Background: an optimization exercise with open tools, aiming at small area and a short achievable clock period. Do not read the settings as production practice. RTL that was checked went through simulation tests only; none was proved equivalent to the original.

the reference run:
// MAC
module MAC(A,B,out,clk,reset);
  input [15:0] A,B;
  input clk,reset;
  output [35:0] out;
  reg [35:0] x;
  reg [35:0] y;
  wire [35:0] acc = out;
  wire [35:0] nx, ny;
  reg cr;    
  wire ncr;
  wire na0, nb0;
  INV uia0 (A[0], na0);
  INV uib0 (B[0], nb0);
  wire na1, nb1;
  INV uia1 (A[1], na1);
  INV uib1 (B[1], nb1);
  wire na2, nb2;
  INV uia2 (A[2], na2);
  INV uib2 (B[2], nb2);
  wire na3, nb3;
  INV uia3 (A[3], na3);
  INV uib3 (B[3], nb3);
  wire na4, nb4;
  INV uia4 (A[4], na4);
  INV uib4 (B[4], nb4);
  wire na5, nb5;
  INV uia5 (A[5], na5);
  INV uib5 (B[5], nb5);
  wire na6, nb6;
  INV uia6 (A[6], na6);
  INV uib6 (B[6], nb6);
  wire na7, nb7;
  INV uia7 (A[7], na7);
  INV uib7 (B[7], nb7);
  wire na8, nb8;
  INV uia8 (A[8], na8);
  INV uib8 (B[8], nb8);
  wire na9, nb9;
  INV uia9 (A[9], na9);
  INV uib9 (B[9], nb9);
  wire na10, nb10;
  INV uia10 (A[10], na10);
  INV uib10 (B[10], nb10);
  wire na11, nb11;
  INV uia11 (A[11], na11);
  INV uib11 (B[11], nb11);
  wire na12, nb12;
  INV uia12 (A[12], na12);
  INV uib12 (B[12], nb12);
  wire na13, nb13;
  INV uia13 (A[13], na13);
  INV uib13 (B[13], nb13);
  wire na14, nb14;
  INV uia14 (A[14], na14);
  INV uib14 (B[14], nb14);
  wire na15, nb15;
  INV uia15 (A[15], na15);
  INV uib15 (B[15], nb15);
  wire pp_0_0 = ~(na0 | nb0);
  wire pp_0_1 = ~(na0 | nb1);
  wire pp_0_2 = ~(na0 | nb2);
  wire pp_0_3 = ~(na0 | nb3);
  wire pp_0_4 = ~(na0 | nb4);
  wire pp_0_5 = ~(na0 | nb5);
  wire pp_0_6 = ~(na0 | nb6);
  wire pp_0_7 = ~(na0 | nb7);
  wire pp_0_8 = ~(na0 | nb8);
  wire pp_0_9 = ~(na0 | nb9);
  wire pp_0_10 = ~(na0 | nb10);
  wire pp_0_11 = ~(na0 | nb11);
  wire pp_0_12 = ~(na0 | nb12);
  wire pp_0_13 = ~(na0 | nb13);
  wire pp_0_14 = ~(na0 | nb14);
  wire pp_0_15 = ~(na0 | nb15);
  wire pp_1_0 = ~(na1 | nb0);
  wire pp_1_1 = ~(na1 | nb1);
  wire pp_1_2 = ~(na1 | nb2);
  wire pp_1_3 = ~(na1 | nb3);
  wire pp_1_4 = ~(na1 | nb4);
  wire pp_1_5 = ~(na1 | nb5);
  wire pp_1_6 = ~(na1 | nb6);
  ...
==> flow/config.mk <==
export PLATFORM = sky130hd
export DESIGN_NAME = MAC
export DESIGN_NICKNAME = MAC
export VERILOG_FILES = /design/flow/design.v
export SDC_FILE = /design/flow/constraint.sdc
export NUM_CORES = 4
export LEC_CHECK = 0
export CAP_MARGIN = 20
export CORE_MARGIN = 2
export CORE_UTILIZATION = 50
export PLACE_DENSITY = 0.7
export SLEW_MARGIN = 20
export SYNTH_HIERARCHICAL = 1
==> flow/constraint.sdc <==
create_clock -name core_clock -period 18.0 [get_ports {clk}]
set_input_delay 3.6000 -clock core_clock [delete_from_list [all_inputs] [get_ports {clk}]]
set_output_delay 3.6000 -clock core_clock [all_outputs]
set_load 0.01 [all_outputs]
standard.sh (not shown) runs the stock make flow with config.mk's settings and CLKGATE_MAP_FILE= SYNTH_SCRIPT=/design/flow/synth_recipe.tcl, a recipe that flattens the netlist after the stock synthesis.
==> flow/flow/run.sh <==
#!/bin/bash
# The standard layout (standard.sh: standard synthesis and ORFS flow, SDC unchanged),
# with a hook after repair_design that sizes the port buffers and the operand inverters
# (hooks.tcl); knobs.sh holds the cell choices. make's output goes to make_flow.log, each
# ORFS step's log to orfs/logs/.
set -euo pipefail
HERE=$(cd "$(dirname "$0")" && pwd)
source "$HERE/knobs.sh"
export PORT_BUF_IN PORT_BUF_OUT OPND_INV DOWNSIZE HOOK_MARGIN
EXTRA=()
if [[ -n "${CTS_ARGS_K:-}" ]]; then EXTRA+=("CTS_ARGS=$CTS_ARGS_K"); fi
bash standard.sh BUFFER_PORTS_ARGS="-buffer_cell $PORT_BUF_IN" POST_RESIZE_TCL="$HERE/hooks.tcl" SETUP_SLACK_MARGIN=$MARGIN ${EXTRA[@]+"${EXTRA[@]}"} finish > make_flow.log 2>&1
==> flow/flow/knobs.sh <==
PORT_BUF_IN=sky130_fd_sc_hd__buf_1
PORT_BUF_OUT=sky130_fd_sc_hd__buf_2
OPND_INV=sky130_fd_sc_hd__inv_4
MARGIN=0
DOWNSIZE=1
HOOK_MARGIN=0
CTS_ARGS_K="-sink_clustering_enable -repair_clock_nets -dont_use_dummy_load -buf_list sky130_fd_sc_hd__clkbuf_8"
Other scripts of this flow, unchanged in this note and not shown: flow/flow/hooks.tcl
Modified inputs, the trial run compared to the reference run
- PLACE_DENSITY no longer set, was 0.7
- CORE_UTILIZATION now 40, was 50
-- flow/flow/run.sh --
<<< the reference run, line 9
export PORT_BUF_IN PORT_BUF_OUT OPND_INV DOWNSIZE HOOK_MARGIN
EXTRA=()
if [[ -n "${CTS_ARGS_K:-}" ]]; then EXTRA+=("CTS_ARGS=$CTS_ARGS_K"); fi
bash standard.sh BUFFER_PORTS_ARGS="-buffer_cell $PORT_BUF_IN" POST_RESIZE_TCL="$HERE/hooks.tcl" SETUP_SLACK_MARGIN=$MARGIN ${EXTRA[@]+"${EXTRA[@]}"} finish > make_flow.log 2>&1
>>> the trial run, line 9
export PORT_BUF_IN PORT_BUF_OUT OPND_INV DOWNSIZE HOOK_MARGIN
bash standard.sh BUFFER_PORTS_ARGS="-buffer_cell $PORT_BUF_IN" POST_RESIZE_TCL="$HERE/hooks.tcl" SETUP_SLACK_MARGIN=$MARGIN finish > make_flow.log 2>&1
==> flow/flow/knobs.sh <==
PORT_BUF_IN=sky130_fd_sc_hd__buf_1
PORT_BUF_OUT=sky130_fd_sc_hd__buf_2
OPND_INV=sky130_fd_sc_hd__inv_4
MARGIN=0
DOWNSIZE=0
HOOK_MARGIN=0
Findings:
Re highest clock frequency the design can meet: the trial run is about 1% down on the reference run. Re critical path depth: the trial run and the reference run aren't equal, and the lower value belongs to the reference run. Re final count of pins violating max slew: no difference whatsoever between the reference run and the trial run.

* * *

## v48
MAC, a different RTL version from the one above (not shown whole).
For scale: ~880 cells after synthesis, roughly 68 flip-flops, ~70 I/O pins.
==> flow/config.mk <==
export PLATFORM = sky130hd
export DESIGN_NAME = MAC
export DESIGN_NICKNAME = MAC
export VERILOG_FILES = /design/flow/design.v
export SDC_FILE = /design/flow/constraint.sdc
export NUM_CORES = 4
export LEC_CHECK = 0
export CAP_MARGIN = 20
export CORE_MARGIN = 2
export CORE_UTILIZATION = 40
export CTS_BUF_LIST = sky130_fd_sc_hd__clkbuf_8
export SLEW_MARGIN = 20
export SYNTH_HIERARCHICAL = 1
==> flow/constraint.sdc <==
create_clock -name core_clock -period 18.0 [get_ports {clk}]
set_input_delay 3.6000 -clock core_clock [delete_from_list [all_inputs] [get_ports {clk}]]
set_output_delay 3.6000 -clock core_clock [all_outputs]
set_load 0.01 [all_outputs]
==> flow/flow/run.sh <==
#!/bin/bash
# The standard layout (standard.sh: standard synthesis and ORFS flow, SDC unchanged),
# with a hook after repair_design that sizes the port buffers and the operand inverters
# (hooks.tcl); knobs.sh holds the cell choices. make's output goes to make_flow.log, each
# ORFS step's log to orfs/logs/.
set -euo pipefail
HERE=$(cd "$(dirname "$0")" && pwd)
source "$HERE/knobs.sh"
export PORT_BUF_IN PORT_BUF_OUT OPND_INV
bash standard.sh BUFFER_PORTS_ARGS="-buffer_cell $PORT_BUF_IN" POST_RESIZE_TCL="$HERE/hooks.tcl" SETUP_SLACK_MARGIN=$MARGIN finish > make_flow.log 2>&1
==> flow/flow/hooks.tcl <==
# Sourced by ORFS after repair_design in the resize step (POST_RESIZE_TCL).
# Port buffers: inputs get $::env(PORT_BUF_IN), outputs $::env(PORT_BUF_OUT).
# Inverters fed by an input buffer (the operand inverters of the NOR partial
# products, each driving 16 gates) get $::env(OPND_INV).
set block [ord::get_db_block]
set n_in 0; set n_out 0; set n_inv 0
foreach bterm [$block getBTerms] {
  set net [$bterm getNet]
  if {$net eq "NULL"} continue
  set name [$bterm getName]
  if {$name eq "clk"} continue
  if {[$bterm getIoType] eq "INPUT"} {
    foreach it [$net getITerms] {
      set inst [$it getInst]
      set m [[$inst getMaster] getName]
      if {![string match "sky130_fd_sc_hd__*buf*" $m]} continue
      if {$m ne $::env(PORT_BUF_IN)} { replace_cell [get_cells [$inst getName]] [get_lib_cells $::env(PORT_BUF_IN)] }
      incr n_in
      foreach ot [$inst getITerms] {
        if {![$ot isOutputSignal]} continue
        set onet [$ot getNet]
        if {$onet eq "NULL"} continue
        foreach lt [$onet getITerms] {
          set li [$lt getInst]
          set lm [[$li getMaster] getName]
          if {[string match "sky130_fd_sc_hd__inv_*" $lm] && [$lt isInputSignal] && $::env(OPND_INV) ne ""} {
            replace_cell [get_cells [$li getName]] [get_lib_cells $::env(OPND_INV)]
            incr n_inv
          }
        }
      }
    }
  } else {
    foreach it [$net getITerms] {
      if {![$it isOutputSignal]} continue
      set inst [$it getInst]
      set m [[$inst getMaster] getName]
      if {![string match "sky130_fd_sc_hd__*buf*" $m]} continue
      if {$m ne $::env(PORT_BUF_OUT)} { replace_cell [get_cells [$inst getName]] [get_lib_cells $::env(PORT_BUF_OUT)] }
      incr n_out
    }
  }
}
puts "hooks: $n_in input buffers, $n_out output buffers, $n_inv operand inverters resized"
Other scripts of this flow, unchanged in this note and not shown: flow/flow/knobs.sh
[inputs] v24 vs v48
diff --git a/flow/flow/run.sh b/flow/flow/run.sh
--- a/flow/flow/run.sh
+++ b/flow/flow/run.sh
@@ -9,2 +9,2 @@
 export PORT_BUF_IN PORT_BUF_OUT OPND_INV
-bash standard.sh BUFFER_PORTS_ARGS="-buffer_cell $PORT_BUF_IN" POST_RESIZE_TCL="$HERE/hooks.tcl" SETUP_SLACK_MARGIN=$MARGIN finish > make_flow.log 2>&1
+bash standard.sh POST_RESIZE_TCL="$HERE/hooks.tcl" SETUP_SLACK_MARGIN=$MARGIN finish > make_flow.log 2>&1
diff --git a/flow/flow/hooks.tcl b/flow/flow/hooks.tcl
--- a/flow/flow/hooks.tcl
+++ b/flow/flow/hooks.tcl
@@ -15,3 +15,3 @@
       set m [[$inst getMaster] getName]
-      if {![string match "sky130_fd_sc_hd__*buf*" $m]} continue
+      if {![string match "sky130_fd_sc_hd__buf_*" $m]} continue
       if {$m ne $::env(PORT_BUF_IN)} { replace_cell [get_cells [$inst getName]] [get_lib_cells $::env(PORT_BUF_IN)] }
@@ -37,3 +37,3 @@
       set m [[$inst getMaster] getName]
-      if {![string match "sky130_fd_sc_hd__*buf*" $m]} continue
+      if {![string match "sky130_fd_sc_hd__buf_*" $m]} continue
       if {$m ne $::env(PORT_BUF_OUT)} { replace_cell [get_cells [$inst getName]] [get_lib_cells $::env(PORT_BUF_OUT)] }
diff --git a/flow/config.mk b/flow/config.mk
--- a/flow/config.mk
+++ b/flow/config.mk
@@ -10,3 +10,2 @@
 export CORE_UTILIZATION = 40
-export CTS_BUF_LIST = sky130_fd_sc_hd__clkbuf_8
 export SLEW_MARGIN = 20
==> comparison <==
- Placer congestion estimate ended up 0.043 lower on v24 than on v48.
- v24 vs v48 on met1 track utilization from global routing: v24 is the lower one.
- | final design utilization | higher: v24 |
- Max smallest setup slack after layout across v48 and v24: v48
- Looking at detailed-routed wire length on met3, v24 sits 190 um lower than v48 does.
diff inputs: v24 => v16
diff --git a/flow/flow/run.sh b/flow/flow/run.sh
--- a/flow/flow/run.sh
+++ b/flow/flow/run.sh
@@ -9,2 +9,2 @@
 export PORT_BUF_IN PORT_BUF_OUT OPND_INV
-bash standard.sh POST_RESIZE_TCL="$HERE/hooks.tcl" SETUP_SLACK_MARGIN=$MARGIN finish > make_flow.log 2>&1
+bash standard.sh BUFFER_PORTS_ARGS="-buffer_cell $PORT_BUF_IN" POST_RESIZE_TCL="$HERE/hooks.tcl" SETUP_SLACK_MARGIN=$MARGIN finish > make_flow.log 2>&1
diff --git a/flow/flow/hooks.tcl b/flow/flow/hooks.tcl
--- a/flow/flow/hooks.tcl
+++ b/flow/flow/hooks.tcl
@@ -15,3 +15,3 @@
       set m [[$inst getMaster] getName]
-      if {![string match "sky130_fd_sc_hd__buf_*" $m]} continue
+      if {![string match "sky130_fd_sc_hd__*buf*" $m]} continue
       if {$m ne $::env(PORT_BUF_IN)} { replace_cell [get_cells [$inst getName]] [get_lib_cells $::env(PORT_BUF_IN)] }
@@ -37,3 +37,3 @@
       set m [[$inst getMaster] getName]
-      if {![string match "sky130_fd_sc_hd__buf_*" $m]} continue
+      if {![string match "sky130_fd_sc_hd__*buf*" $m]} continue
       if {$m ne $::env(PORT_BUF_OUT)} { replace_cell [get_cells [$inst getName]] [get_lib_cells $::env(PORT_BUF_OUT)] }
## What came out
v16 was carried through to the last stage, and its layout satisfied the timing, design-rule and antenna checks. Diff v24 -> v16: cell area decreased by 330 um^2 relative to the old numbers, time the final worst path needs with I/O delays and setup fell 0.41 ns.
Function was not checked in any run of this note: the RTL went through the layout flow alone.

-- afterwards: timing with drivers on the ports --
No port has a modelled driver above. Below, the same layouts with a new extraction and two added sets of constraints.
Step 1 assumes that a clkbuf_16 drives the clock port and a buf_2 every other input.
Step 2, shift: input delay + t, output delay - t, t = (earliest + latest rising clock arrival at the registers) / 2. This alone moves slack from input paths to output paths.
a / b / c = ideal ports / drivers / drivers and shift; a / b = the first two.
run | t (ns) | setup slack, ns | slew at the worst register clock pin (ns) | worst data-port slew with drivers (ns)
the reference run | 0.393 | 11.324 / 11.286 / 11.000 | 0.08 / 0.08 | 0.03
the trial run | 0.389 | 11.258 / 11.217 / 10.892 | 0.07 / 0.07 | 0.03
v48 | 0.414 | 10.822 / 10.781 / 11.019 | 0.09 / 0.09 | 0.03
v24 | 0.393 | 10.492 / 10.444 / 10.310 | 0.06 / 0.06 | 0.04
v16 | 0.393 | 10.905 / 10.858 / 11.017 | 0.07 / 0.07 | 0.03
After both steps every run listed still meets setup and hold. The setup slack of the trial run, which loses most, moves by -0.041 ns with the drivers and by -0.366 ns with both steps.
